Context: an optimization exercise on an open-source flow, tuned for small area and a short achievable clock period. The choices shown serve that exercise and are no tape-out recipe. In this exercise RTL edits were held to simulation tests only and were not proved equivalent to the original.

`flow/design.v`:
```
module comparator(a, b, gt, lt);
  input  [30:0] a, b;
  output gt, lt;
  wire [31:0] g0 = {1'b0, a & ~b};
  wire [31:0] l0 = {1'b0, ~a & b};
  wire [15:0] g1, l1;
  wire [7:0] g2, l2;
  wire [3:0] g3, l3;
  wire [1:0] g4, l4;
  genvar i;
  generate
    for (i = 0; i < 16; i = i + 1) begin : s1
      assign g1[i] = g0[2*i+1] | (~l0[2*i+1] & g0[2*i]);
      assign l1[i] = l0[2*i+1] | (~g0[2*i+1] & l0[2*i]);
    end
    for (i = 0; i < 8; i = i + 1) begin : s2
      assign g2[i] = g1[2*i+1] | (~l1[2*i+1] & g1[2*i]);
      assign l2[i] = l1[2*i+1] | (~g1[2*i+1] & l1[2*i]);
    end
    for (i = 0; i < 4; i = i + 1) begin : s3
      assign g3[i] = g2[2*i+1] | (~l2[2*i+1] & g2[2*i]);
      assign l3[i] = l2[2*i+1] | (~g2[2*i+1] & l2[2*i]);
    end
    for (i = 0; i < 2; i = i + 1) begin : s4
      assign g4[i] = g3[2*i+1] | (~l3[2*i+1] & g3[2*i]);
      assign l4[i] = l3[2*i+1] | (~g3[2*i+1] & l3[2*i]);
    end
  endgenerate
  assign gt = g4[1] | (~l4[1] & g4[0]);
  assign lt = l4[1] | (~g4[1] & l4[0]);
endmodule
module bk26(a, b, ci, s);
  input  [25:0] a, b;
  input  ci;
  output [25:0] s;
  wire [25:0] p = a ^ b;
  wire [25:0] g0 = a & b;
  wire gi0 = g0[0] | (p[0] & ci);
  wire G1 = g0[1] | (p[1] & gi0);
  wire G2 = g0[3] | (p[3] & g0[2]);
  wire P2 = p[3] & p[2];
  wire G3 = g0[5] | (p[5] & g0[4]);
  wire P3 = p[5] & p[4];
  wire G4 = g0[7] | (p[7] & g0[6]);
  wire P4 = p[7] & p[6];
  wire G5 = g0[9] | (p[9] & g0[8]);
  wire P5 = p[9] & p[8];
  wire G6 = g0[11] | (p[11] & g0[10]);
  wire P6 = p[11] & p[10];
  wire G7 = g0[13] | (p[13] & g0[12]);
  wire P7 = p[13] & p[12];
  wire G8 = g0[15] | (p[15] & g0[14]);
  wire P8 = p[15] & p[14];
  wire G9 = g0[17] | (p[17] & g0[16]);
  wire P9 = p[17] & p[16];
  wire G10 = g0[19] | (p[19] & g0[18]);
  wire P10 = p[19] & p[18];
  wire G11 = g0[21] | (p[21] & g0[20]);
  wire P11 = p[21] & p[20];
  wire G12 = g0[23] | (p[23] & g0[22]);
  wire P12 = p[23] & p[22];
  wire G13 = g0[25] | (p[25] & g0[24]);
  wire P13 = p[25] & p[24];
  wire G14 = G2 | (P2 & G1);
  wire G15 = G4 | (P4 & G3);
  wire P15 = P4 & P3;
  wire G16 = G6 | (P6 & G5);
  wire P16 = P6 & P5;
  wire G17 = G8 | (P8 & G7);
  wire P17 = P8 & P7;
  wire G18 = G10 | (P10 & G9);
  wire P18 = P10 & P9;
  wire G19 = G12 | (P12 & G11);
  wire P19 = P12 & P11;
  wire G20 = G15 | (P15 & G14);
  wire G21 = G17 | (P17 & G16);
  wire P21 = P17 & P16;
  wire G22 = G19 | (P19 & G18);
  wire P22 = P19 & P18;
  wire G23 = G21 | (P21 & G20);
  wire G24 = G22 | (P22 & G23);
  wire G25 = G16 | (P16 & G20);
  wire G26 = G18 | (P18 & G23);
  wire G27 = G3 | (P3 & G14);
  wire G28 = G5 | (P5 & G20);
  wire G29 = G7 | (P7 & G25);
  wire G30 = G9 | (P9 & G23);
  wire G31 = G11 | (P11 & G26);
  wire G32 = G13 | (P13 & G24);
  wire G33 = g0[2] | (p[2] & G1);
  wire G34 = g0[4] | (p[4] & G14);
  wire G35 = g0[6] | (p[6] & G27);
  wire G36 = g0[8] | (p[8] & G20);
  wire G37 = g0[10] | (p[10] & G28);
  wire G38 = g0[12] | (p[12] & G25);
  wire G39 = g0[14] | (p[14] & G29);
  wire G40 = g0[16] | (p[16] & G23);
  wire G41 = g0[18] | (p[18] & G30);
  wire G42 = g0[20] | (p[20] & G26);
  wire G43 = g0[22] | (p[22] & G31);
  wire G44 = g0[24] | (p[24] & G24);
  assign s = p ^ {G44, G24, G43, G31, G42, G26, G41, G30, G40, G23, G39, G29, G38, G25, G37, G28, G36, G20, G35, G27, G34, G14, G33, G1, gi0, ci};
endmodule
module bk25(a, b, ci, s);
  input  [24:0] a, b;
  input  ci;
  output [24:0] s;
  wire [24:0] p = a ^ b;
  wire [24:0] g0 = a & b;
  wire gi0 = g0[0] | (p[0] & ci);
  wire G1 = g0[1] | (p[1] & gi0);
  wire G2 = g0[3] | (p[3] & g0[2]);
  wire P2 = p[3] & p[2];
  wire G3 = g0[5] | (p[5] & g0[4]);
  wire P3 = p[5] & p[4];
  wire G4 = g0[7] | (p[7] & g0[6]);
  wire P4 = p[7] & p[6];
  wire G5 = g0[9] | (p[9] & g0[8]);
  wire P5 = p[9] & p[8];
  wire G6 = g0[11] | (p[11] & g0[10]);
  wire P6 = p[11] & p[10];
  wire G7 = g0[13] | (p[13] & g0[12]);
  wire P7 = p[13] & p[12];
  wire G8 = g0[15] | (p[15] & g0[14]);
  wire P8 = p[15] & p[14];
  wire G9 = g0[17] | (p[17] & g0[16]);
  wire P9 = p[17] & p[16];
  wire G10 = g0[19] | (p[19] & g0[18]);
  wire P10 = p[19] & p[18];
  wire G11 = g0[21] | (p[21] & g0[20]);
  wire P11 = p[21] & p[20];
  wire G12 = g0[23] | (p[23] & g0[22]);
  wire P12 = p[23] & p[22];
  wire G13 = G2 | (P2 & G1);
  wire G14 = G4 | (P4 & G3);
  wire P14 = P4 & P3;
  wire G15 = G6 | (P6 & G5);
  wire P15 = P6 & P5;
  wire G16 = G8 | (P8 & G7);
  wire P16 = P8 & P7;
  wire G17 = G10 | (P10 & G9);
  wire P17 = P10 & P9;
  wire G18 = G12 | (P12 & G11);
  wire P18 = P12 & P11;
  wire G19 = G14 | (P14 & G13);
  wire G20 = G16 | (P16 & G15);
  wire P20 = P16 & P15;
  wire G21 = G18 | (P18 & G17);
  wire P21 = P18 & P17;
  wire G22 = G20 | (P20 & G19);
  wire G23 = G21 | (P21 & G22);
  wire G24 = G15 | (P15 & G19);
  wire G25 = G17 | (P17 & G22);
  wire G26 = G3 | (P3 & G13);
  wire G27 = G5 | (P5 & G19);
  wire G28 = G7 | (P7 & G24);
  wire G29 = G9 | (P9 & G22);
  wire G30 = G11 | (P11 & G25);
  wire G31 = g0[2] | (p[2] & G1);
  wire G32 = g0[4] | (p[4] & G13);
  wire G33 = g0[6] | (p[6] & G26);
  wire G34 = g0[8] | (p[8] & G19);
  wire G35 = g0[10] | (p[10] & G27);
  wire G36 = g0[12] | (p[12] & G24);
  wire G37 = g0[14] | (p[14] & G28);
  wire G38 = g0[16] | (p[16] & G22);
  wire G39 = g0[18] | (p[18] & G29);
  wire G40 = g0[20] | (p[20] & G25);
  wire G41 = g0[22] | (p[22] & G30);
  wire G42 = g0[24] | (p[24] & G23);
  assign s = p ^ {G23, G41, G30, G40, G25, G39, G29, G38, G22, G37, G28, G36, G24, G35, G27, G34, G19, G33, G26, G32, G13, G31, G1, gi0, ci};
endmodule
module fpadder3(a, b, sub, agtb, altb, r);
  input  [31:0] a, b;
  input  sub;           
  input  agtb, altb;    
  output [31:0] r;
  wire [30:0] big = altb ? b[30:0] : a[30:0];
  wire [30:0] sml = altb ? a[30:0] : b[30:0];
  wire [7:0] eb = big[30:23];
  wire [7:0] d = eb - sml[30:23];
  wire [23:0] s5 = {1'b1, big[22:0]};
  wire [23:0] s3 = {1'b1, sml[22:0]} - {23'b0, sub};
  wire [23:0] sh = (d > 8'd23) ? 24'b0 : (s3 >> d[4:0]);
  wire [23:0] t = sh ^ {24{sub}};
  wire [24:0] cy;
  wire [24:0] sum;
  assign cy[0] = 1'b0;
  genvar i;
  generate for (i = 0; i < 24; i = i + 1) begin : rca
    assign sum[i] = s5[i] ^ t[i] ^ cy[i];
    assign cy[i+1] = (s5[i] & t[i]) | (s5[i] & cy[i]) | (t[i] & cy[i]);
  end endgenerate
  assign sum[24] = cy[24];
  wire eqe = (a[30:23] == b[30:23]);
  wire shr = ~sub & sum[24];
  wire shl = sub & ~sum[23];
  wire dec = shl & ~(eqe & altb);
  wire [7:0] e = eb + {{7{dec}}, dec | shr};
  wire [22:0] m = shr ? sum[23:1] : (shl ? {sum[21:0], 1'b0} : sum[22:0]);
  wire s = sub ? (agtb ? a[31] : b[31]) : a[31];
  assign r = {s, e, m};
endmodule
module srt4_sel(y, k, p2, p1, n2, n1);
  input  [6:0] y;
  input  [2:0] k;
  output p2, p1, n2, n1;
  reg [5:0] m2;
  always @* case (k)
    3'd0: m2 = 6'd12;
    3'd1: m2 = 6'd14;
    3'd2: m2 = 6'd15;
    3'd3: m2 = 6'd16;
    3'd4: m2 = 6'd18;
    3'd5: m2 = 6'd20;
    3'd6: m2 = 6'd20;
    default: m2 = 6'd24;
  endcase
  wire [5:0] m1 = k[2] ? 6'd6 : 6'd4;
  wire s = y[6];
  wire [5:0] m = y[5:0] ^ {6{s}};
  wire ge2 = s ? (m > m2) : (m >= m2);
  wire ge1 = s ? (m > m1) : (m >= m1);
  assign p2 = ~s & ge2;
  assign p1 = ~s & ge1 & ~ge2;
  assign n2 = s & ge2;
  assign n1 = s & ge1 & ~ge2;
endmodule
module md_next(s, m, hot, k, q);
  input  [26:0] s, m;
  input  hot;
  input  [2:0] k;
  output [3:0] q;             
  wire [6:0] y = s[24:18] + m[23:17];
  srt4_sel sel(y, k, q[3], q[2], q[1], q[0]);
endmodule
module booth_dig(y2, y1, y0, q);
  input  y2, y1, y0;
  output [3:0] q;
  assign q[3] = y2 & ~y1 & ~y0;             
  assign q[2] = y2 & (y1 ^ y0);             
  assign q[1] = ~y2 & y1 & y0;              
  assign q[0] = ~y2 & (y1 ^ y0);            
endmodule
module md_ops(isdiv, xm, bm, o1, o2);
  input  isdiv;
  input  [22:0] xm, bm;       
  output [26:0] o1, o2;
  wire [23:0] d = {1'b1, bm};
  wire [23:0] x = {1'b1, xm};
  genvar p;
  generate for (p = 0; p < 27; p = p + 1) begin : col
    wire d1 = (p <= 23) ? d[(p <= 23) ? p : 0] : 1'b0;
    wire d2 = (p >= 1 && p <= 24) ? d[(p >= 1 && p <= 24) ? p - 1 : 0] : 1'b0;
    wire x1 = (p >= 3) ? x[(p >= 3) ? 26 - p : 0] : 1'b0;
    wire x2 = (p >= 2 && p <= 25) ? x[(p >= 2 && p <= 25) ? 25 - p : 0] : 1'b0;
    assign o1[p] = isdiv ? d1 : x1;
    assign o2[p] = isdiv ? d2 : x2;
  end endgenerate
endmodule
module md_bvec(isdiv, m, hot, bv);
  input  isdiv;
  input  [26:0] m;
  input  hot;
  output [26:0] bv;
  genvar p;
  generate for (p = 0; p < 27; p = p + 1) begin : col
    if (p == 2)
      assign bv[p] = isdiv ? hot : m[1];
    else if (p >= 3)
      assign bv[p] = isdiv ? m[(p >= 3) ? p - 3 : 0] : m[(p >= 3) ? p - 1 : 0];
    else
      assign bv[p] = 1'b0;
  end endgenerate
endmodule
module md_row #(parameter FIRST = 0, parameter CONST26 = 0)
  (s, bv, x, isdiv, o1, o2, q, s_o, m_o, hot_o);
  input  [26:0] s, bv;
  input  [24:0] x;            
  input  isdiv;
  input  [26:0] o1, o2;
  input  [3:0] q;             
  output [26:0] s_o, m_o;
  output hot_o;
  wire [26:0] a, b, c;
  genvar p;
  generate for (p = 0; p < 27; p = p + 1) begin : col
    wire sel = (q[2] & ~o1[p]) | (q[3] & ~o2[p]) | (q[0] & o1[p]) | (q[1] & o2[p]);
    if (FIRST) begin : f
      assign a[p] = (p <= 24) ? (isdiv & x[(p <= 24) ? p : 0]) : 1'b0;
      assign b[p] = (p == 1) ? ~isdiv : 1'b0;
    end else begin : r
      assign a[p] = (p >= 2) ? s[(p >= 2) ? p - 2 : 0] : 1'b0;
      assign b[p] = bv[p];
    end
    if (p == 0)
      assign c[p] = isdiv ? sel : (CONST26 != 0);
    else if (p == 1)
      assign c[p] = isdiv ? sel : ~(q[3] | q[2]);
    else
      assign c[p] = sel;
  end endgenerate
  assign s_o = a ^ b ^ c;
  assign m_o = (a & b) | (a & c) | (b & c);
  assign hot_o = q[3] | q[2];
endmodule
module md_rows #(parameter J0 = 0, parameter K = 1)
  (s_i, bv_i, q_i, x, isdiv, o1, o2, k, y, s_o, bv_o, q_o, m_o, hot_o, p, n, ls, lc);
  input  [26:0] s_i, bv_i;
  input  [3:0] q_i;
  input  [24:0] x;
  input  isdiv;
  input  [26:0] o1, o2;
  input  [2:0] k;
  input  [25:0] y;
  output [26:0] s_o, bv_o, m_o;
  output [3:0] q_o;
  output hot_o;
  output [2*K-1:0] p, n, ls, lc;
  wire [26:0] s_r [0:K];
  wire [26:0] b_r [0:K];
  wire [26:0] m_r [1:K];
  wire [K:1] h_r;
  wire [3:0] q_r [0:K];
  assign s_r[0] = s_i;
  assign b_r[0] = bv_i;
  assign q_r[0] = q_i;
  genvar i;
  generate for (i = 0; i < K; i = i + 1) begin : row
    localparam J = J0 + i + 1;      
    md_row #(.FIRST(J0 + i == 0), .CONST26(J0 + i <= 10)) r(s_r[i], b_r[i], x, isdiv, o1, o2, q_r[i],
      s_r[i+1], m_r[i+1], h_r[i+1]);
    md_bvec bvn(isdiv, m_r[i+1], h_r[i+1], b_r[i+1]);
    wire [3:0] qd, qb;
    md_next nx(s_r[i+1], m_r[i+1], h_r[i+1], k, qd);
    booth_dig bd(J > 12 ? 1'b0 : y[J > 12 ? 0 : 2*J+1], J > 12 ? 1'b0 : y[J > 12 ? 0 : 2*J], y[J > 12 ? 0 : 2*J-1], qb);
    assign q_r[i+1] = isdiv ? qd : qb;
    assign p[2*K-1-2*i] = qd[3];
    assign p[2*K-2-2*i] = qd[2];
    assign n[2*K-1-2*i] = qd[1];
    assign n[2*K-2-2*i] = qd[0];
    assign ls[2*i]   = s_r[i+1][26];
    assign ls[2*i+1] = s_r[i+1][25];
    assign lc[2*i]   = h_r[i+1];
    assign lc[2*i+1] = m_r[i+1][26];
  end endgenerate
  assign s_o = s_r[K];
  assign bv_o = b_r[K];
  assign q_o = q_r[K];
  assign m_o = m_r[K];
  assign hot_o = h_r[K];
endmodule
module md_first(xm, k, q);
  input  [22:0] xm;
  input  [2:0] k;
  output [3:0] q;
  srt4_sel sel({4'b0001, xm[22:20]}, k, q[3], q[2], q[1], q[0]);
endmodule
module div_final(s, m, hot, bm, P, N, e, sg, z);
  input  [26:0] s, m;
  input  hot;
  input  [22:0] bm;
  input  [26:1] P, N;
  input  [7:0] e;       
  input  sg;
  output [31:0] z;
  wire [23:0] d = {1'b1, bm};
  wire [24:0] ws = s[24:0];
  wire [24:0] wc = {m[23:0], hot};
  wire [3:0] v = ws[24:21] + wc[24:21];
  wire qp = ~v[3];
  wire qn = v[3] & (v[2:0] <= 3'd5);
  wire [24:0] a = {ws[23:0], 1'b0};
  wire [24:0] b = {wc[23:0], 1'b0};
  wire [24:0] d1 = {1'b0, d};
  wire [24:0] c2 = ({25{qp}} & ~d1) | ({25{qn}} & d1);
  wire [24:0] ws2 = a ^ b ^ c2;
  wire [24:0] wc2 = {((a[23:0] & b[23:0]) | (a[23:0] & c2[23:0]) | (b[23:0] & c2[23:0])), qp};
  wire [24:0] w;
  bk25 u_w(ws2, wc2, 1'b0, w);
  wire neg = w[24];
  wire [25:0] q;
  bk26 u_q({P[25:1], qp}, ~{N[25:1], qn}, ~neg, q);
  wire [22:0] mt;
  genvar i;
  generate for (i = 0; i < 23; i = i + 1) begin : mb
    assign mt[i] = q[0] ? q[23-i] : q[24-i];
  end endgenerate
  assign z = {sg, e - {7'b0, q[0]}, mt};
endmodule
module mul_final #(parameter K = 2) (s, m, ls, lc, c, e, sg, r);
  input  [26:0] s, m;
  input  [2*K-1:0] ls, lc;
  input  c;
  input  [7:0] e;       
  input  sg;
  output [31:0] r;
  wire [21:0] hs, hc;
  genvar k;
  generate for (k = 2; k < 24; k = k + 1) begin : acc
    assign hs[k-2] = s[26-k];
    assign hc[k-2] = m[27-k];
  end endgenerate
  wire [21+2*K:0] f;
  bk26 u_f({hs, ls}, {hc, lc}, c, f);    
  wire top = f[21+2*K];
  wire [7:0] e1 = top ? e + 8'd1 : e;
  wire [22:0] mt = top ? f[20+2*K:2*K-2] : f[19+2*K:2*K-3];
  assign r = {sg, e1, mt};
endmodule
module top_module(final_out,clk,reset,load,select,qnan,snan,negzero,poszero,neginfinity,posinfinity,overflow,underflow,a,b);
  input [31:0] a,b;
  output [31:0] final_out;
  input clk,reset,load;
  input [1:0] select;
  output qnan,snan,negzero,poszero,neginfinity,posinfinity,overflow,underflow;
  localparam K1 = 3;             
  localparam K3 = 2;             
  localparam K2 = 13 - K1 - K3;  
  wire isdiv1 = &select;
  wire [26:0] o1a, o2a;
  md_ops ops1(isdiv1, a[22:0], b[22:0], o1a, o2a);
  wire [3:0] qf, qb0;
  md_first mf(a[22:0], b[22:20], qf);
  booth_dig bd0(b[1], b[0], 1'b0, qb0);
  wire [26:0] s1, bv1, m1;
  wire h1;
  wire [3:0] q1;
  wire [2*K1-1:0] p1, n1, ls1, lc1;
  md_rows #(0, K1) rows1(27'b0, 27'b0, isdiv1 ? qf : qb0, {2'b01, a[22:0]}, isdiv1, o1a, o2a, b[22:20],
    {3'b001, b[22:0]}, s1, bv1, q1, m1, h1, p1, n1, ls1, lc1);
  wire [2*K1-1:0] pn1_p = isdiv1 ? {qf[3:2], p1[2*K1-1:2]} : ls1;
  wire [2*K1-1:0] pn1_n = isdiv1 ? {qf[1:0], n1[2*K1-1:2]} : lc1;
  reg [31:0] ra, rb;
  reg [1:0] rsel;
  reg rdiv;
  always @(posedge clk)
    if (reset) begin
      ra <= 0; rb <= 0; rsel <= 0; rdiv <= 0;
    end else if (load) begin
      ra <= a; rb <= b; rsel <= select; rdiv <= isdiv1;
    end
  reg [26:0] rs, rbv;
  reg [3:0] rq;
  reg [2*K1-1:0] rP, rN;
  always @(posedge clk)
    if (load) begin
      rs <= s1; rbv <= bv1; rq <= q1; rP <= pn1_p; rN <= pn1_n;
    end
  wire agtb, altb;
  comparator u_cmp(ra[30:0], rb[30:0], agtb, altb);
  wire [31:0] addsub;
  fpadder3 u_as(ra, rb, rsel[0], agtb, altb, addsub);
  wire isdiv2 = rdiv;
  wire [26:0] o1b, o2b;
  md_ops ops2(isdiv2, ra[22:0], rb[22:0], o1b, o2b);
  wire [26:0] s2, bv2, m2;
  wire h2;
  wire [3:0] q2;
  wire [2*K2-1:0] p2, n2, ls2, lc2;
  md_rows #(K1, K2) rows2(rs, rbv, rq, 25'b0, isdiv2, o1b, o2b, rb[22:20],
    {3'b001, rb[22:0]}, s2, bv2, q2, m2, h2, p2, n2, ls2, lc2);
  wire [2*(K1+K2)-1:0] lsv = {ls2, rP};
  wire [2*(K1+K2)-1:0] lcv = {lc2, rN};
  wire [2*(K1+K2):0] lcy;
  assign lcy[0] = 1'b0;
  genvar i;
  generate for (i = 0; i < 2*(K1+K2); i = i + 1) begin : lowc
    assign lcy[i+1] = (lsv[i] & lcv[i]) | (lsv[i] & lcy[i]) | (lcv[i] & lcy[i]);
  end endgenerate
  wire [2*(K1+K2)-1:0] pn2_p = isdiv2 ? {rP, rq[3:2], p2[2*K2-1:2]} : {{(2*(K1+K2)-1){1'b0}}, lcy[2*(K1+K2)]};
  wire [2*(K1+K2)-1:0] pn2_n = {rN, rq[1:0], n2[2*K2-1:2]};
  wire [7:0] ed = ra[30:23] - rb[30:23] + 8'd127;
  wire [7:0] em = ra[30:23] + rb[30:23] - 8'd127;
  wire [31:0] other = rsel[1] ? (rsel[0] ? {ra[31] ^ rb[31], ed, rb[22:0]} : {ra[31] ^ rb[31], em, ra[22:0]}) : addsub;
  wire za = ra[22:0] == 23'b0, zb = rb[22:0] == 23'b0;
  wire e0a = ra[30:23] == 8'd0, e0b = rb[30:23] == 8'd0;
  wire e1a = ra[30:23] == 8'd1, e1b = rb[30:23] == 8'd1;
  wire o_pz = (za & ~ra[31]) | (zb & ~rb[31]);
  wire o_sn = (e1a & ~ra[22]) | (e1b & ~rb[22]);
  wire o_qn = (e1a & ra[22]) | (e1b & rb[22]);
  wire o_nz = (za & e0a & ra[31]) | (zb & e0b & rb[31]);
  wire o_ni = (ra[31] & e1a & za) | (rb[31] & e1b & zb);
  reg [31:0] r_other;
  reg r_div, r_mul, r_v;
  reg [26:0] r_s, r_bv;
  reg [3:0] r_q;
  reg [2*(K1+K2)-1:0] r_P, r_N;
  reg [4:0] r_of;
  always @(posedge clk)
    if (reset) begin
      r_other <= 0; r_div <= 0; r_mul <= 0; r_v <= 0;
    end else begin
      r_other <= other; r_div <= &rsel; r_mul <= rsel[1] & ~rsel[0]; r_v <= 1'b1;
    end
  always @(posedge clk) begin
    r_s <= s2; r_bv <= bv2; r_q <= q2; r_P <= pn2_p; r_N <= pn2_n;
    r_of <= {o_pz, o_sn, o_qn, o_nz, o_ni};
  end
  wire [26:0] o1c, o2c;
  md_ops ops3(r_div, r_other[22:0], r_other[22:0], o1c, o2c);
  wire [26:0] s3, bv3, m3;
  wire h3;
  wire [3:0] q3;
  wire [2*K3-1:0] p3, n3, ls3, lc3;
  md_rows #(13-K3, K3) rows3(r_s, r_bv, r_q, 25'b0, r_div, o1c, o2c, r_other[22:20],
    {3'b001, 23'b0}, s3, bv3, q3, m3, h3, p3, n3, ls3, lc3);
  wire [31:0] z, zm;
  div_final u_dfin(s3, m3, h3, r_other[22:0], {r_P, r_q[3:2], p3[2*K3-1:2]}, {r_N, r_q[1:0], n3[2*K3-1:2]},
    r_other[30:23], r_other[31], z);
  mul_final #(K3) u_mfin(s3, m3, ls3, lc3, r_P[0], r_other[30:23], r_other[31], zm);
  wire [31:0] result = r_div ? z : (r_mul ? zm : r_other);
  wire [22:0] fm = result[22:0];
  wire [7:0] fe = result[30:23];
  wire fs = result[31];
  wire mz = fm == 23'b0;
  wire e0 = fe == 8'd0, e1 = fe == 8'd1;
  assign final_out = result;
  assign poszero     = r_v & (r_of[4] | (mz & e0 & ~fs));
  assign posinfinity = r_v & (~fs & e1 & mz);
  assign snan        = r_v & (r_of[3] | (e1 & mz));
  assign qnan        = r_v & (r_of[2] | (e1 & (fm == 23'd1)));
  assign negzero     = r_v & (r_of[1] | (mz & e0 & fs));
  assign neginfinity = r_v & r_of[0];
  assign overflow    = r_v & (fe == 8'h80);
  assign underflow   = r_v & (fe == 8'h82);
endmodule
```
`flow/run.sh`:
```
#!/bin/bash
# synth_recipe.tcl (not shown) runs the flow's synth.tcl, then flattens the netlist and writes it again
# the make line also repeats each setting of config.mk as NAME=value (left out here)
make -C /OpenROAD-flow-scripts/flow DESIGN_CONFIG=/design/flow/config.mk WORK_HOME=/design/flow/orfs CLKGATE_MAP_FILE= SYNTH_SCRIPT=/design/flow/synth_recipe.tcl finish
```
`flow/config.mk`:
```
export PLATFORM = sky130hd
export DESIGN_NAME = top_module
export DESIGN_NICKNAME = top_module
export VERILOG_FILES = /design/flow/design.v
export SDC_FILE = /design/flow/constraint.sdc
export NUM_CORES = 4
export LEC_CHECK = 0
export ABC_AREA = 1
export CAP_MARGIN = 20
export CORE_MARGIN = 2
export CORE_UTILIZATION = 40
export SLEW_MARGIN = 20
```
`flow/constraint.sdc`:
```
create_clock -name core_clock -period 110.0 [get_ports {clk}]
set_input_delay 22.0000 -clock core_clock [delete_from_list [all_inputs] [get_ports {clk}]]
set_output_delay 22.0000 -clock core_clock [all_outputs]
set_load 0.01 [all_outputs]
```
==> reports/results.ini, run 1 <==
[run_status]
status = complete, no violations

[synthesis]
synth-seq-cells = 267
synth_cells = 6218
synth_flop_cell = dfxtp_1
yosysSeqAreaShare_pct = 13.9
yosys_warnings = 5
ys_types = 75
synth_nets = 6965
synth-async-reset-ratio_pct = 0
synth-simple-area-share_pct = 18.2
synth_xor_area_share_pct = 4.21
synth-edff-count = 66
synth_compound_area_share_pct = 25.3
synth_top_family_by_area = adder cells
synthMuxAreaShare_pct = 0.469
synth.avg_cell_area_um2 = 6.96
synth_adder_area_share_pct = 26.3
syn_area_um2 = 43300

[detailed_routing]
drt_first_pass_iters = 7
vias = 45500
drc = 0
postRouteWirelength_um = 192000
routed_via_density = 6.04
wire_per_inst_um = 25.6
drt_iter0_markers = 6063
antenna_left = 0

[clock_tree]
post_cts_resized = 0
cts_made_buffers = 35
cts_tree = done
post_cts_buffers = 0
cts_max_level = 2
clock_path_buffers = 3
clock_latency_ps = 580
clk_pin_slew_ps = 60
root_buffer = clkbuf_16
cts.sink_count = 267
cts.hold.buffers_added = 0

[floorplanning]
die_h_um = 333
start_util_pct = 40.4
rows = 120
die_area_um2 = 111000
die_w_um = 333
io_pins = 109
core_area_um2 = 107000

[placement]
portBuffers = 108
dpl.hpwl_um = 150000
gp_congestion = 1.02
dp.cells = 7459

[global_routing]
grt_pass1_vias = 42500
grt_max_degree = 128
antenna_found_initial = 3
overflow = 0
met1_usage_pct = 45.0
busiest_layer = met2
grtUsageMet3_pct = 6.24
grt_first_pass_wirelength_um = 281000
grt_use_met2_pct = 51.5
groute.usage.overall_pct = 33.6

[timing]
relSlewSlack_pct = 18.0
period_share_pct = 38.2
setup_tns_ps = 0
drv_slew = 0
skew_ps = 52.9
finalSetupViolCount = 0
finalHoldViolCount = 0
finalCriticalPeriod_ps = 42020
worst_pin_slew_ps = 1230
fmax_mhz = 23.8
rsz0062_at_grt = no

[final_layout]
stdcell_count = 7528
fin_nets = 6840
synthToLayoutAreaGrowth_pct = 7.98
drive_above_1_share_pct = 4.25

[worst_setup_path]
path_max_fanout = 120
worst_ep_arrival_time_ps = 42460
path_class = reg2reg
start_kind = flop
cp_common_cell = inv_1
critPathRequiredTime_ps = 110430
rrSetupSlack_ps = 67980
worst_path_max_delay_cell = fa_1
slowest_delay_ps = 670
cp-end-kind = flop

[hold_path]
hold_path.class = reg2reg

[flow_run]
drv_cap = 0

-- worst paths after layout --
path	from	endpoint	cells past startpoint
setup / recovery	rdiv	r_q[2]	209
hold / removal	rN[0]	r_N[16]	0
setup reg to reg	rdiv	r_q[2]	209
hold reg to reg	rN[0]	r_N[16]	0
-- cells by family after synthesis --
| kind of cell | count (synthesis) |
|---|---|
| simple gates | 1931 |
| fa+ha+maj | 678 |
| flops | 267 |
| xor+xnor | 207 |
| buf+inv | 1309 |
| mux | 19 |
| compound gates | 1807 |
-- metal layers --
| layer | vias to the layer above | share of wire (%) |
|---|---|---|
| li1 | 20700 | - |
| met1 | 21500 | 41 |
| met2 | 2717 | 43 |
| met3 | 557 | 10 |
| met4 | 2 | 6.2 |
| met5 | - | 0.010 |
-- Yosys cell counts, types with 17 or more instances --
master,instances,area (µm²)
a221oi_1,167,1460
o22ai_1,226,1410
inv_1,915,3430
buf_2,32,160
nand2_1,1227,4610
o221ai_1,68,596
o21ai_0,689,3450
dfxtp_1,201,4020
nor3_1,48,240
clkbuf_1,280,1050
a31oi_1,24,150
nor2_1,357,1340
or2_2,25,156
edfxtp_1,66,1980
ha_1,292,3650
xnor2_1,69,604
a21o_1,17,128
o211ai_1,30,225
a21oi_1,367,1840
a22oi_1,57,428
nand3_1,166,831
mux2i_1,18,180
fa_1,386,7730
o21ai_1,48,240
buf_1,33,124
xor2_1,137,1200
nand4_1,31,194
nor4_1,17,106
-- critical path, delay by kind of cell, from the launching register on --
kind | cells | cell delay (ps)
simple gates | 69 | 10600
buf+inv | 42 | 7480
flops | 1 | 560
compound gates | 61 | 10160
fa+ha+maj | 30 | 11230
xor+xnor | 7 | 1650
-- per-stage QoR --
step	worst slack, ps	hold WS (ps)	util [%]	area, µm²
after floorplan	74210	346	-	43300
after global placement	69470	375	42.4	45400
after detailed placement	68760	377	42.4	45400
after CTS	68590	400	43.5	46700
after global routing	64360	411	43.6	46700
final	67980	411	43.6	46700
-- final cells by class --
class,count,area [µm²]
diodes,5,12.5
clock buffers,47,1000
clock inverters,17,256
fillers,11300,60500
inverters,947,3560
multi-input cells,4642,32300
flip-flops and latches,267,6010
well taps,1403,1760
repair buffers,200,1790
-- flip-flops by register name (all words and copies together) (netlist names) --
| register | flops |
|---|---|
| rdiv | 1 |
| rN | 6 |
| ra | 32 |
| rsel | 2 |
| rs | 25 |
| r_mul | 1 |
| r_of | 5 |
| r_other | 32 |
| r_q | 4 |
| r_s | 25 |
| rb | 32 |
| r_v | 1 |
| r_bv | 25 |
| r_P | 19 |
| rq | 4 |
| u_mfin.c | 1 |
| r_N | 20 |
| rbv | 25 |
| r_div | 1 |
| rP | 6 |
-- placed cells by master, fill, tap and decap left out, drive strengths merged, types with 6 or more instances in the layout --
cell / netlist / final
nand2: 1236 / 1236
inv: 932 / 937
o21ai: 744 / 744
fa: 386 / 386
a21oi: 369 / 369
nor2: 368 / 368
ha: 292 / 292
o22ai: 226 / 226
dfxtp: 201 / 201
a221oi: 168 / 168
nand3: 167 / 167
xor2: 138 / 138
clkdlybuf4s50: 0 / 107
buf: 81 / 93
xnor2: 69 / 69
o221ai: 68 / 68
edfxtp: 66 / 66
a22oi: 57 / 57
nor3: 49 / 49
clkbuf: 281 / 47
or2: 32 / 32
nand4: 31 / 31
o211ai: 31 / 31
a31oi: 25 / 25
mux2i: 19 / 19
clkinv: 15 / 18
a21o: 17 / 17
nor4: 17 / 17
and2: 16 / 16
a221o: 16 / 16
o21bai: 14 / 14
o2111ai: 12 / 12
o21a: 11 / 11
nand3b: 8 / 8
a211oi: 8 / 8
o31ai: 8 / 8
a31o: 6 / 6
==> run 2, diff against run 1 <==
--- a/flow/config.mk
+++ b/flow/config.mk
@@ -10,3 +10,3 @@
 export CORE_MARGIN = 2
 export CORE_UTILIZATION = 40
-export SLEW_MARGIN = 20
+export SLEW_MARGIN = 60
==> run 2 against run 1 <==
Compared with the run above: still clean; routed wire length rose by 0.45%; final cell count grew 0.17%; global-route usage is 0.072 points higher; area after synthesis did not move; critical path depth decreased by 5; critical path type unchanged.
==> reports/results.ini, run 2 <==
[floorplanning]
die_area_um2 = 111000  ; unchanged
io_pins = 109  ; unchanged
core_area_um2 = 107000  ; unchanged
rows = 120  ; unchanged
die_w_um = 333  ; unchanged
start_util_pct = 40.4  ; unchanged
die_h_um = 333  ; unchanged

[placement]
gp_congestion = 1.02  ; unchanged
place_area_um2 = 45700  ; +0.72%
portBuffers = 108  ; unchanged
dp.cells = 7473  ; +0.19%
dpl.hpwl_um = 151000  ; +0.43%

[final_layout]
fin_nets = 6857  ; +0.25%
synthToLayoutAreaGrowth_pct = 8.80
stdcell_count = 7541  ; +0.17%
final_common_cell = nand2_1
final_cell_mix = nand2_1 (1214), inv_1 (865), o21ai_0 (665)
top_regs = r_other: 32 flops, ra: 32 flops, rb: 32 flops
drive_above_1_share_pct = 6.13  ; +1.9 points
finish.instance_area_um2 = 47100  ; +0.76%
nFillCells = 11300  ; -0.18%

[timing]
relSlewSlack_pct = 55.9  ; +38 points
rsz0062_at_grt = no
fmax_mhz = 24.5  ; +3.0%
drv_slew = 0  ; unchanged
finalCriticalPeriod_ps = 40810  ; -1220 ps
skew_ps = 50.3  ; -2.63 ps
worst_pin_slew_ps = 662  ; -568 ps
period_share_pct = 37.1  ; -1.1 points
finalSetupViolCount = 0  ; unchanged
setup_tns_ps = 0  ; unchanged
finalHoldViolCount = 0  ; unchanged

[synthesis]
synth-edff-count = 66  ; unchanged
synthTopCellsByCount = nand2_1 (1227), inv_1 (915), o21ai_0 (689)
synth.avg_cell_area_um2 = 6.96  ; unchanged
synth-async-reset-ratio_pct = 0  ; unchanged
synth_nets = 6965  ; unchanged
yosysSeqAreaShare_pct = 13.9  ; unchanged
yosysMostFrequentCell = nand2_1
synth_top_area_cell = fa_1
syn_area_um2 = 43300  ; unchanged
yosys_warnings = 5  ; unchanged
synth_cells = 6218  ; unchanged
synth-seq-cells = 267  ; unchanged
synth_flop_cell = dfxtp_1
yosysTopAreaCellShare_pct = 17.9  ; unchanged
ys_top_cells_by_area = fa_1 (18%), nand2_1 (11%), dfxtp_1 (9.3%), ha_1 (8.4%), o21ai_0 (8.0%)
ys_types = 75  ; unchanged

[clock_tree]
clock_path_buffers = 3  ; unchanged
cts_max_level = 2  ; unchanged
cts.sink_count = 267  ; unchanged
clk_pin_slew_ps = 60  ; about the same
post_cts_buffers = 0  ; unchanged
cts.hold.buffers_added = 0  ; unchanged
root_buffer = clkbuf_16
clock_latency_ps = 570  ; about the same
cts_tree = done
post_cts_resized = 0  ; unchanged
cts_made_buffers = 35  ; unchanged

[detailed_routing]
routed_via_density = 6.06  ; +0.25%
wire_per_inst_um = 25.6  ; +0.27%
drc = 0  ; unchanged
drt_iter0_markers = 5993  ; -1.2%
vias = 45700  ; +0.43%
drt_first_pass_iters = 9  ; +2
postRouteWirelength_um = 193000  ; +0.45%
antenna_left = 0  ; unchanged

[worst_setup_path]
worst_path_max_delay_cell = a221oi_1
start_kind = flop
worst_ep_arrival_time_ps = 41250  ; -1210 ps
slowest_delay_ps = 660  ; about the same
critPathRequiredTime_ps = 110440  ; about the same
path_class = reg2reg
cp_common_cell = nand2_1
cp-end-kind = flop
path_max_fanout = 120  ; unchanged

[global_routing]
grt_pass1_vias = 42700  ; +0.32%
groute.usage.overall_pct = 33.7  ; +0.072 points
grt_first_pass_wirelength_um = 281000  ; about the same
grt_max_degree = 128  ; unchanged
overflow = 0  ; unchanged
antenna_found_initial = 4  ; +1

[flow_run]
drv_cap = 0  ; unchanged

[hold_path]
hold_path.class = reg2reg

[run_status]
status = complete, no violations

==> run 2: changes by cell type in the layout (fill, tap and decap cells not counted), sizes merged, moves of 2 or more <==
cell    previous run  this run
bufinv             5         3
clkinv            18        24
clkbuf            47        45
buf               93       108
diode              5         1
==> run 2: metrics by stage <==
step	hold slack [ps]	utilization [%]	worst slack [ps]
after floorplan	346	-	74210
after global placement	375	42.4	69470
after detailed placement	381	42.7	69710
after CTS	397	43.8	69640
after global routing	404	43.9	65700
final	396	43.9	69190
==> run 2: routing by layer <==
metal	vias to the layer above	global-route usage [%]	wire length, µm
met2	2782	51.9	82700
met1	21600	44.8	78000
li1	20700	-	-
met3	575	6.13	20000
met5	-	0	27
met4	4	17.9	12500
==> run 2: cell families (layout without fill, tap and decap cells) <==
| group | Yosys count | after routing | share of synthesized area [%] |
|---|---|---|---|
| compound gates | 1807 | 1807 | 25.3 |
| xor+xnor | 207 | 207 | 4.21 |
| fa+ha+maj | 678 | 678 | 26.3 |
| buf+inv | 1309 | 1228 | 11.6 |
| flops | 267 | 267 | 13.9 |
| mux | 19 | 19 | 0.469 |
| other cells | 0 | 1 | 0 |
| simple gates | 1931 | 1931 | 18.2 |
==> run 2: final timing paths <==
kind	start	end	slack (ps)	cells after the start
worst max-delay path	rdiv	r_q[2]	69190	204
worst min-delay path	rN[0]	r_N[16]	400	0
worst min register to register	rN[0]	r_N[16]	400	0
worst max register to register	rdiv	r_q[2]	69190	204
==> run 2: cell type report <==
class	count	area [µm²]	share of cell area, %
antenna	1	2.50	0.00532
clock buffer	44	951	2.02
clock inverter	20	233	0.494
inverter	947	3570	7.59
multi-input combinational	4642	32600	69.2
sequential	267	6030	12.8
tap	1403	1760	3.73
timing repair buffer	217	1980	4.20
==> run 2: worst max-delay path: cells and delay by family, from the launching register on <==
family,cells,cell delay (ps)
AOI/OAI and AO/OA,57,10830
xor gates and xnor gates,7,1710
adders and majority gates,29,10740
buffers and inverters,41,6540
DFF,1,580
and+or+nand+nor,70,10150
==> run 3, diff against run 2 <==
--- a/flow/config.mk
+++ b/flow/config.mk
@@ -7,6 +7,6 @@
 export LEC_CHECK = 0
 export ABC_AREA = 1
-export CAP_MARGIN = 20
+export CAP_MARGIN = 50
 export CORE_MARGIN = 2
 export CORE_UTILIZATION = 40
-export SLEW_MARGIN = 60
+export SLEW_MARGIN = 75
==> run 3 against run 2 <==
Compared with the run above: still clean on timing, DRC and antenna; utilization is 2.3 points higher; design area rose by 5.3%; clock skew shrank 18 ps; setup slack gained 1100 ps; routed wire length is 0.15% higher; die area did not move; global-route usage is 0.20 points higher; synthesized cell count is the same; hold slack better by 3.9 ps; final cell count grew 1.3%; critical path type unchanged; largest cell class unchanged.
==> reports/results.ini, run 3 <==
[final_layout]
multi_input_area_um2 = 33900  ; +4.0%
fin_nets = 6954  ; +1.4%
synthToLayoutAreaGrowth_pct = 14.5
drive_above_1_share_pct = 10.5  ; +4.4 points
ff_latch_area_um2 = 6070  ; +0.77%
top_regs = r_other: 32 flops, ra: 32 flops, rb: 32 flops
final_cell_mix = nand2_1 (1198), inv_1 (842), o21ai_0 (539)
final_common_cell = nand2_1
nFillCells = 11000  ; -2.2%

[global_routing]
grt_pass1_vias = 43200  ; +1.2%
groute.usage.overall_pct = 33.9  ; +0.20 points
grt_max_degree = 64  ; -50%
antenna_found_initial = 5  ; +1
overflow = 0  ; unchanged
grt_first_pass_wirelength_um = 283000  ; +0.77%

[run_status]
status = complete, no violations

[timing]
worst_slack_ps = 70320  ; +1120 ps
worst_pin_slew_ps = 428  ; -235 ps
drv_slew = 0  ; unchanged
finalSetupViolCount = 0  ; unchanged
period_share_pct = 36.1  ; -1.0 points
finalCriticalPeriod_ps = 39680  ; -1120 ps
relSlewSlack_pct = 71.5  ; +16 points
finalHoldViolCount = 0  ; unchanged
fmax_mhz = 25.2  ; +2.8%
setup_tns_ps = 0  ; unchanged
skew_ps = 32.7  ; -17.6 ps
rsz0062_at_grt = no

[detailed_routing]
drt_first_pass_iters = 8  ; -1
vias = 46000  ; +0.76%
top_layer = met5
antenna_left = 0  ; unchanged
wl_met1_um = 78200  ; +0.27%
postRouteWirelength_um = 193000  ; +0.15%
wire_per_inst_um = 25.3  ; -1.2%
route.met3.wl_um = 19500  ; -2.6%
routed_via_density = 6.02  ; -0.55%
met2WireLength_um = 82000  ; -0.84%
drt_iter0_markers = 5583  ; -6.8%
drc = 0  ; unchanged

[worst_setup_path]
cp_common_cell = nand2_1
rrSetupSlack_ps = 70320  ; +1120 ps
reg2reg_depth = 215  ; +5.4%
path_class = reg2reg
worst_r2r_endpoint = r_q[2]
worst_ep_arrival_time_ps = 40130  ; -1120 ps
cp-end-kind = flop
start_kind = flop
slowest_delay_ps = 580  ; -80 ps
path_max_fanout = 52  ; -57%
r2r_start = rdiv
worst_path_max_delay_cell = clkdlybuf4s50_1
critPathRequiredTime_ps = 110440  ; about the same

[clock_tree]
clock_latency_ps = 580  ; about the same
cts.hold.buffers_added = 0  ; unchanged
root_buffer = clkbuf_16
cts_max_level = 2  ; unchanged
cts_made_buffers = 35  ; unchanged
cts.sink_count = 267  ; unchanged
post_cts_resized = 0  ; unchanged
clock_path_buffers = 3  ; unchanged
post_cts_buffers = 0  ; unchanged
cts_tree = done
clk_pin_slew_ps = 60  ; about the same

[synthesis]
yosysTopAreaCellShare_pct = 17.9  ; unchanged
ys_types = 75  ; unchanged
synth-async-reset-ratio_pct = 0  ; unchanged
syn_area_um2 = 43300  ; unchanged
yosysSeqAreaShare_pct = 13.9  ; unchanged
yosys_warnings = 5  ; unchanged
synth_flop_cell = dfxtp_1
synth.avg_cell_area_um2 = 6.96  ; unchanged
synth_nets = 6965  ; unchanged
synthTopCellsByCount = nand2_1 (1227), inv_1 (915), o21ai_0 (689)
yosysMostFrequentCell = nand2_1
synth-seq-cells = 267  ; unchanged
synth_top_area_cell = fa_1
ys_top_cells_by_area = fa_1 (18%), nand2_1 (11%), dfxtp_1 (9.3%), ha_1 (8.4%), o21ai_0 (8.0%)
synth-edff-count = 66  ; unchanged
synth_cells = 6218  ; unchanged

[floorplanning]
die_h_um = 333  ; unchanged
io_pins = 109  ; unchanged
die_area_um2 = 111000  ; unchanged
start_util_pct = 40.4  ; unchanged
rows = 120  ; unchanged
die_w_um = 333  ; unchanged
core_area_um2 = 107000  ; unchanged

[placement]
dpl.hpwl_um = 153000  ; +1.3%
pre_cts_slack_ps = 70240  ; +522 ps
gp_congestion = 1.02  ; unchanged
portBuffers = 108  ; unchanged

[flow_run]
drv_cap = 0  ; unchanged

[hold_path]
hold_path.class = reg2reg
holdPathStages = 0  ; unchanged
hold_path_startpoint = rN[0]
min_to = r_N[16]

## run 3: cell families after synthesis
| logic type | synth area share [%] |
|---|---|
| buffers and inverters | 11.6 |
| xor gates and xnor gates | 4.21 |
| muxes | 0.469 |
| AOI/OAI and AO/OA | 25.3 |
| adders and majority gates | 26.3 |
| and+or+nand+nor | 18.2 |
| DFF | 13.9 |
## run 3: cell type report
cell class / count / share of cell area (%)
multi-input combinational: 4642 / 68.3
sequential: 267 / 12.3
inverter: 947 / 7.50
timing repair buffer: 314 / 6.06
tap: 1403 / 3.54
clock buffer: 46 / 1.97
clock inverter: 18 / 0.316
antenna: 3 / 0.0152
## run 3: stage by stage
step	cells	cell area [µm²]	utilization (%)	hold slack (ps)
6_report	7640	49500	46.2	400
5_1_grt	7638	49500	46.2	406
4_1_cts	7614	49000	45.7	394
3_3_place_gp	7459	45400	42.4	375
2_1_floorplan	6218	43300	-	346
3_5_place_dp	7550	47800	44.6	383
## run 3: critical path, delay by kind of cell, from the launching register on
kind            cells  cell delay, ps
fa+ha+maj          28            9730
simple gates       70            9640
compound gates     61            9150
buf+inv            49            8840
xor+xnor            7            1590
flops               1             500
## run 3: metal layers
metal	global-route usage (%)	vias up
li1	-	21000
met1	44.7	21800
met2	51.2	2638
met3	6.88	620
met4	19.8	8
met5	0	-
## run 3: worst max-delay path by stage
stage	startpoint	endpoint	slack [ps]	depth (start not counted)
6_report	rdiv	r_q[2]	70320	215
5_1_grt	rdiv	r_q[2]	66940	216
4_1_cts	rdiv	r_q[2]	70160	221
3_5_place_dp	rdiv	r_q[2]	70240	219
3_3_place_gp	rdiv	r_q[2]	69470	210
2_1_floorplan	b[21]	rq[2]	74210	90
==> run 4, diff against run 3 <==
--- a/flow/design.v
+++ b/flow/design.v
@@ -415,5 +415,5 @@
   input [1:0] select;
   output qnan,snan,negzero,poszero,neginfinity,posinfinity,overflow,underflow;
-  localparam K1 = 3;             
+  localparam K1 = 4;             
   localparam K3 = 2;             
   localparam K2 = 13 - K1 - K3;  
@@ -441,10 +441,10 @@
       ra <= a; rb <= b; rsel <= select; rdiv <= isdiv1;
     end
-  reg [26:0] rs, rbv;
-  reg [3:0] rq;
+  reg [26:0] rs, rm;
+  reg rh;
   reg [2*K1-1:0] rP, rN;
   always @(posedge clk)
     if (load) begin
-      rs <= s1; rbv <= bv1; rq <= q1; rP <= pn1_p; rN <= pn1_n;
+      rs <= s1; rm <= m1; rh <= h1; rP <= pn1_p; rN <= pn1_n;
     end
   wire agtb, altb;
@@ -459,4 +459,10 @@
   wire [3:0] q2;
   wire [2*K2-1:0] p2, n2, ls2, lc2;
+  wire [3:0] rqd, rqb, rq;
+  wire [26:0] rbv;
+  md_next nx2(rs, rm, rh, rb[22:20], rqd);
+  booth_dig bd2(rb[2*K1+1], rb[2*K1], rb[2*K1-1], rqb);
+  assign rq = isdiv2 ? rqd : rqb;
+  md_bvec bvc2(isdiv2, rm, rh, rbv);
   md_rows #(K1, K2) rows2(rs, rbv, rq, 25'b0, isdiv2, o1b, o2b, rb[22:20],
     {3'b001, rb[22:0]}, s2, bv2, q2, m2, h2, p2, n2, ls2, lc2);
@@ -469,6 +475,6 @@
     assign lcy[i+1] = (lsv[i] & lcv[i]) | (lsv[i] & lcy[i]) | (lcv[i] & lcy[i]);
   end endgenerate
-  wire [2*(K1+K2)-1:0] pn2_p = isdiv2 ? {rP, rq[3:2], p2[2*K2-1:2]} : {{(2*(K1+K2)-1){1'b0}}, lcy[2*(K1+K2)]};
-  wire [2*(K1+K2)-1:0] pn2_n = {rN, rq[1:0], n2[2*K2-1:2]};
+  wire [2*(K1+K2)-1:0] pn2_p = isdiv2 ? {rP, rqd[3:2], p2[2*K2-1:2]} : {{(2*(K1+K2)-1){1'b0}}, lcy[2*(K1+K2)]};
+  wire [2*(K1+K2)-1:0] pn2_n = {rN, rqd[1:0], n2[2*K2-1:2]};
   wire [7:0] ed = ra[30:23] - rb[30:23] + 8'd127;
   wire [7:0] em = ra[30:23] + rb[30:23] - 8'd127;
--- a/flow/config.mk
+++ b/flow/config.mk
@@ -7,6 +7,6 @@
 export LEC_CHECK = 0
 export ABC_AREA = 1
-export CAP_MARGIN = 50
+export CAP_MARGIN = 20
 export CORE_MARGIN = 2
 export CORE_UTILIZATION = 40
-export SLEW_MARGIN = 75
+export SLEW_MARGIN = 45
==> run 4 against run 3 <==
Compared with the run above: via count fell by 0.88%; design area fell by 5.1%; critical path type is now in2reg; routed wire length fell by 4.0%; utilization fell by 2.9 points; synthesized cell count rose by 0.79%.
==> reports/results.ini, run 4 <==
[clock_tree]
cts.sink_count = 267  ; unchanged
clock_path_buffers = 3  ; unchanged
post_cts_resized = 0  ; unchanged
cts_made_buffers = 35  ; unchanged
clock_latency_ps = 600  ; +20 ps
post_cts_buffers = 0  ; unchanged
cts_tree = done
cts.hold.buffers_added = 0  ; unchanged
cts_max_level = 2  ; unchanged
clk_pin_slew_ps = 60  ; about the same
root_buffer = clkbuf_16

[final_layout]
fin_nets = 6903  ; -0.73%
final_cell_mix = nand2_1 (1213), inv_1 (946), o21ai_0 (667)
nFillCells = 11300  ; +2.8%
antenna_cells = 0  ; -3
fin_util_pct = 43.4  ; -2.9 points
top_regs = r_other: 32 flops, ra: 32 flops, rb: 32 flops
final_common_cell = nand2_1
synthToLayoutAreaGrowth_pct = 7.89
drive_above_1_share_pct = 4.58  ; -5.9 points

[synthesis]
synth_cells = 6267  ; +0.79%
syn_area_um2 = 43600  ; +0.69%
synth_flop_cell = dfxtp_1
synth.avg_cell_area_um2 = 6.95  ; about the same
ys_top_cells_by_area = fa_1 (18%), nand2_1 (11%), dfxtp_1 (9.2%), ha_1 (8.4%), inv_1 (8.2%)
synth-edff-count = 66  ; unchanged
synth-seq-cells = 267  ; unchanged
yosys_warnings = 5  ; unchanged
synth-async-reset-ratio_pct = 0  ; unchanged
synth_top_area_cell = fa_1
ys_types = 79  ; +5.3%
yosysMostFrequentCell = nand2_1
synthTopCellsByCount = nand2_1 (1221), inv_1 (956), o21ai_0 (675)
yosysTopAreaCellShare_pct = 17.7  ; -0.12 points
synth_nets = 7014  ; +0.70%
yosysSeqAreaShare_pct = 13.8  ; -0.095 points

[timing]
worst_pin_slew_ps = 898  ; +471 ps
setup_tns_ps = 0  ; unchanged
fmax_mhz = 24.3  ; -3.5%
worst_slack_ps = 68870  ; -1450 ps
drv_slew = 0  ; unchanged
skew_ps = 53.4  ; +20.7 ps
finalSetupViolCount = 0  ; unchanged
rsz0062_at_grt = no
period_share_pct = 37.4  ; +1.3 points
fin_hold_ws_ps = 373  ; -26.6 ps
finalCriticalPeriod_ps = 41130  ; +1450 ps
relSlewSlack_pct = 39.7  ; -32 points
finalHoldViolCount = 0  ; unchanged

[flow_run]
drv_cap = 0  ; unchanged

[global_routing]
met1_usage_pct = 42.5  ; -2.3 points
grt_max_degree = 93  ; +45%
overflow = 0  ; unchanged
busiest_layer = met2
grtUsageMet3_pct = 5.43  ; -1.4 points
grt_pass1_vias = 43100  ; -0.24%
grt_first_pass_wirelength_um = 276000  ; -2.6%
grt_use_met2_pct = 51.1  ; -0.11 points
antenna_found_initial = 5  ; unchanged
groute.usage.overall_pct = 32.5  ; -1.4 points

[worst_setup_path]
path_class = in2reg
critPathRequiredTime_ps = 110290  ; -150 ps
path_max_fanout = 24  ; -54%
worst_ep_arrival_time_ps = 41420  ; +1290 ps
cp_common_cell = nand2_1
start_kind = primary input
cp-end-kind = flop
slowest_delay_ps = 630  ; +50 ps
worst_path_max_delay_cell = inv_1

[detailed_routing]
wire_per_inst_um = 24.4  ; -3.5%
drt_iter0_markers = 5238  ; -6.2%
drc = 0  ; unchanged
routed_via_density = 6.01  ; -0.32%
postRouteWirelength_um = 186000  ; -4.0%
drt_first_pass_iters = 8  ; unchanged
antenna_left = 0  ; unchanged
vias = 45600  ; -0.88%

[floorplanning]
die_h_um = 334  ; +0.34%
core_area_um2 = 108000  ; +1.1%
rows = 121  ; +0.83%
start_util_pct = 40.2  ; -0.17 points
io_pins = 109  ; unchanged
die_area_um2 = 112000  ; +0.68%
die_w_um = 334  ; +0.34%

[placement]
dpl.hpwl_um = 149000  ; -2.6%
pre_cts_slack_ps = 68250  ; -1980 ps
portBuffers = 108  ; unchanged
gp_congestion = 1.03  ; +0.52%

[hold_path]
hold_path.class = reg2reg

[run_status]
status = complete, no violations

-- run 4: cell count changes after synthesis, sizes merged, moves of 9 or more --
cell / previous run / this run
a22oi: 57 / 73
nor3: 49 / 64
a21oi: 369 / 346
nand2: 1236 / 1227
o22ai: 226 / 195
buf: 81 / 60
o211ai: 31 / 42
nand3: 167 / 183
o221ai: 68 / 90
inv: 932 / 984
-- run 4: worst max-delay path: cells and delay by family --
kind	cells	cell delay [ps]
AO/OA/AOI/OAI	27	4620
XOR/XNOR	3	580
adder cells (fa/ha/maj)	13	4620
buffers and inverters	15	3580
AND/OR/NAND/NOR	32	5980
-- run 4: cells by family after synthesis --
| logic type | after synthesis | share of synthesized area, % |
|---|---|---|
| simple gates | 1962 | 18.6 |
| xor+xnor | 202 | 4.06 |
| compound gates | 1799 | 25.2 |
| mux | 20 | 0.460 |
| buf+inv | 1339 | 11.8 |
| fa+ha+maj | 678 | 26.1 |
| flops | 267 | 13.8 |
-- run 4: worst paths after layout --
kind,from,slack [ps],cells after the start,endpoint
setup / recovery,b[22],68870,90,rs[10]
hold / removal,rN[0],370,0,r_N[14]
hold reg to reg,rN[0],370,0,r_N[14]
setup reg to reg,rs[18],69400,202,r_q[2]
-- run 4: final cells by class --
type	instances	area, µm²	area share (%)
inverters	996	3740	7.97
well taps	1414	1770	3.76
clock inverters	19	209	0.445
repair buffers	195	1740	3.71
flip-flops and latches	267	6010	12.8
multi-input cells	4661	32500	69.2
clock buffers	45	1010	2.14
-- run 4: per-stage QoR --
step	instances	area, µm²
6_report	7597	47000
5_1_grt	7597	47000
3_3_place_gp	7533	45700
2_1_floorplan	6267	43600
3_5_place_dp	7533	45800
4_1_cts	7597	47000
-- run 4: metal layers --
layer	vias to the layer above	routed length [µm]
li1	20900	-
met1	21700	75100
met2	2478	81400
met3	540	16900
met4	6	12100
met5	-	186
==> run 5, diff against run 4 <==
--- a/flow/config.mk
+++ b/flow/config.mk
@@ -10,3 +10,3 @@
 export CORE_MARGIN = 2
 export CORE_UTILIZATION = 40
-export SLEW_MARGIN = 45
+export SLEW_MARGIN = 60
==> run 5 against run 4 <==
Compared with the run above: highest routed layer unchanged; via count is 0.35% lower; first-iteration DRC count down 6.3%; critical endpoint unchanged; design area rose by 0.55%.
==> reports/results.ini, run 5 <==
[final_layout]
drive_above_1_share_pct = 5.97  ; +1.4 points
final_common_cell = nand2_1
nFillCells = 11300  ; +0.044%
finish.instance_area_um2 = 47300  ; +0.55%
synthToLayoutAreaGrowth_pct = 8.48
antenna_cells = 0  ; unchanged
final_cell_mix = nand2_1 (1208), inv_1 (921), o21ai_0 (650)
ff_latch_area_um2 = 6020  ; about the same
multi_input_area_um2 = 32700  ; +0.67%
fin_nets = 6908  ; +0.072%
top_regs = r_other: 32 flops, ra: 32 flops, rb: 32 flops

[worst_setup_path]
cp-end-kind = flop
critPathRequiredTime_ps = 110270  ; -20 ps
path_class = in2reg
r2r_start = rs[18]
slowest_delay_ps = 680  ; +50 ps
reg2reg_depth = 204  ; +0.99%
worst_path_max_delay_cell = clkdlybuf4s50_1
path_max_fanout = 24  ; unchanged
start_kind = primary input
worst_r2r_endpoint = r_q[2]
worst_ep_arrival_time_ps = 40690  ; -730 ps
cp_common_cell = nand2_1
rrSetupSlack_ps = 71080  ; +1680 ps

[placement]
dpl.hpwl_um = 149000  ; +0.14%
pre_cts_slack_ps = 68970  ; +718 ps
place_area_um2 = 46000  ; +0.57%
gp_congestion = 1.03  ; unchanged
portBuffers = 108  ; unchanged

[clock_tree]
root_buffer = clkbuf_16
cts_max_level = 2  ; unchanged
cts_tree = done
post_cts_buffers = 0  ; unchanged
clk_pin_slew_ps = 70  ; about the same
cts_made_buffers = 35  ; unchanged
clock_path_buffers = 3  ; unchanged
cts.sink_count = 267  ; unchanged
post_cts_resized = 0  ; unchanged
cts.hold.buffers_added = 0  ; unchanged
clock_latency_ps = 560  ; -40 ps

[timing]
drv_slew = 0  ; unchanged
worst_pin_slew_ps = 639  ; -259 ps
rsz0062_at_grt = no
relSlewSlack_pct = 57.2  ; +18 points
period_share_pct = 36.7  ; -0.64 points
finalHoldViolCount = 0  ; unchanged
worst_slack_ps = 69580  ; +708 ps
finalCriticalPeriod_ps = 40420  ; -708 ps
skew_ps = 32.9  ; -20.5 ps
finalSetupViolCount = 0  ; unchanged
setup_tns_ps = 0  ; unchanged
fmax_mhz = 24.7  ; +1.8%

[global_routing]
overflow = 0  ; unchanged
grt_max_degree = 93  ; unchanged
grt_first_pass_wirelength_um = 277000  ; +0.32%
grt_pass1_vias = 43200  ; +0.33%
antenna_found_initial = 1  ; -4
groute.usage.overall_pct = 32.5  ; about the same

[synthesis]
syn_area_um2 = 43600  ; unchanged
synth_flop_cell = dfxtp_1
synth_top_area_cell = fa_1
synth_cells = 6267  ; unchanged
synth-edff-count = 66  ; unchanged
yosysSeqAreaShare_pct = 13.8  ; unchanged
yosys_warnings = 5  ; unchanged
synthTopCellsByCount = nand2_1 (1221), inv_1 (956), o21ai_0 (675)
yosysTopAreaCellShare_pct = 17.7  ; unchanged
synth-async-reset-ratio_pct = 0  ; unchanged
yosysMostFrequentCell = nand2_1
ys_top_cells_by_area = fa_1 (18%), nand2_1 (11%), dfxtp_1 (9.2%), ha_1 (8.4%), inv_1 (8.2%)
synth_nets = 7014  ; unchanged
ys_types = 79  ; unchanged
synth-seq-cells = 267  ; unchanged
synth.avg_cell_area_um2 = 6.95  ; unchanged

[floorplanning]
start_util_pct = 40.2  ; unchanged
die_area_um2 = 112000  ; unchanged
die_w_um = 334  ; unchanged
rows = 121  ; unchanged
die_h_um = 334  ; unchanged
core_area_um2 = 108000  ; unchanged
io_pins = 109  ; unchanged

[hold_path]
hold_path.class = reg2reg
min_to = r_N[14]
holdPathStages = 0  ; unchanged
hold_path_startpoint = rN[0]

[flow_run]
drv_cap = 0  ; unchanged

[detailed_routing]
vias = 45500  ; -0.35%
met2WireLength_um = 80600  ; -1.0%
antenna_left = 0  ; unchanged
wire_per_inst_um = 24.4  ; -0.17%
drt_iter0_markers = 4906  ; -6.3%
wl_met1_um = 74500  ; -0.87%
drt_first_pass_iters = 9  ; +1
drc = 0  ; unchanged
routed_via_density = 5.98  ; -0.39%
route.met3.wl_um = 17500  ; +3.9%
postRouteWirelength_um = 185000  ; -0.13%
top_layer = met5

[run_status]
status = complete, no violations

run 5: cells by family (layout without fill, tap and decap cells):
| logic type | after synthesis | count (layout) | synth area share [%] |
|---|---|---|---|
| xor gates and xnor gates | 202 | 202 | 4.06 |
| adders and majority gates | 678 | 678 | 26.1 |
| DFF | 267 | 267 | 13.8 |
| muxes | 20 | 20 | 0.460 |
| buffers and inverters | 1339 | 1258 | 11.8 |
| AOI/OAI and AO/OA | 1799 | 1799 | 25.2 |
| and+or+nand+nor | 1962 | 1962 | 18.6 |
run 5: cell type report:
type / instances / share of cell area (%)
Tap cell: 1414 / 3.74
Clock buffer: 44 / 2.17
Inverter: 996 / 7.94
Clock inverter: 18 / 0.254
Sequential cell: 267 / 12.7
Timing Repair Buffer: 200 / 3.91
Multi-Input combinational cell: 4661 / 69.3
run 5: per-layer routing:
| metal | vias up | track usage [%] |
|---|---|---|
| met5 | - | 0 |
| met4 | 2 | 18.5 |
| met3 | 552 | 5.72 |
| met2 | 2449 | 51.0 |
| met1 | 21500 | 42.1 |
| li1 | 20900 | - |
run 5: worst max-delay path by stage:
stage           from      to  slack (ps)  cells past startpoint
2_1_floorplan  b[21]   rP[7]       72680                    102
4_1_cts        b[22]   rP[6]       69520                     93
3_5_place_dp   b[22]   rP[6]       68970                     93
3_3_place_gp   b[22]  rs[10]       68100                     90
6_report       b[22]  rs[10]       69580                     93
5_1_grt        b[22]  rs[10]       67990                     94
run 5: critical path: cells and delay by family:
kind	cells	cell delay (ps)
and+or+nand+nor	33	5650
adders and majority gates	13	4360
buffers and inverters	16	3100
AOI/OAI and AO/OA	28	4880
xor gates and xnor gates	3	620
run 5: through the flow:
| step | std cells | hold WS [ps] | utilization, % |
|---|---|---|---|
| CTS | 7599 | 392 | 43.5 |
| global placement | 7533 | 356 | 42.2 |
| finish | 7600 | 385 | 43.6 |
| floorplan | 6267 | 348 | - |
| global route | 7600 | 400 | 43.6 |
| detailed placement | 7537 | 384 | 42.5 |

[afterwards: timing with drivers on the ports]
Ports are ideal in the flow. The routed layouts listed here were re-timed in OpenROAD.
Step 1 sets driving cells, clkbuf_16 on the clock port and buf_2 on the other inputs (assumed; they add their load-dependent delay and slew).
Step 2, shift: input delay + t, output delay - t, t = (earliest + latest rising clock arrival at the registers) / 2. This alone moves slack from input paths to output paths.
Slacks: ideal ports / drivers / drivers and shift; pairs: ideal ports / drivers.
run | shift t [ns] | slack for setup (ns) | worst setup path at the end | slew at the worst register clock pin (ns) | worst data-port slew with drivers (ns)
run 1 | 0.617 | 67.977 / 67.977 / 67.977 | register to register | 0.07 / 0.07 | 0.08
run 2 | 0.611 | 69.192 / 69.192 / 69.192 | register to register | 0.09 / 0.09 | 0.09
run 3 | 0.629 | 70.316 / 70.316 / 70.316 | register to register | 0.08 / 0.08 | 0.08
run 4 | 0.634 | 68.869 / 68.912 / 68.278 | input to register | 0.07 / 0.07 | 0.05
run 5 | 0.613 | 69.577 / 69.628 / 69.014 | input to register | 0.07 / 0.07 | 0.05
After both steps setup and hold are still met in every run listed. For run 4, which loses most, drivers alone change the setup slack by +0.043 ns; drivers and shift together by -0.591 ns.
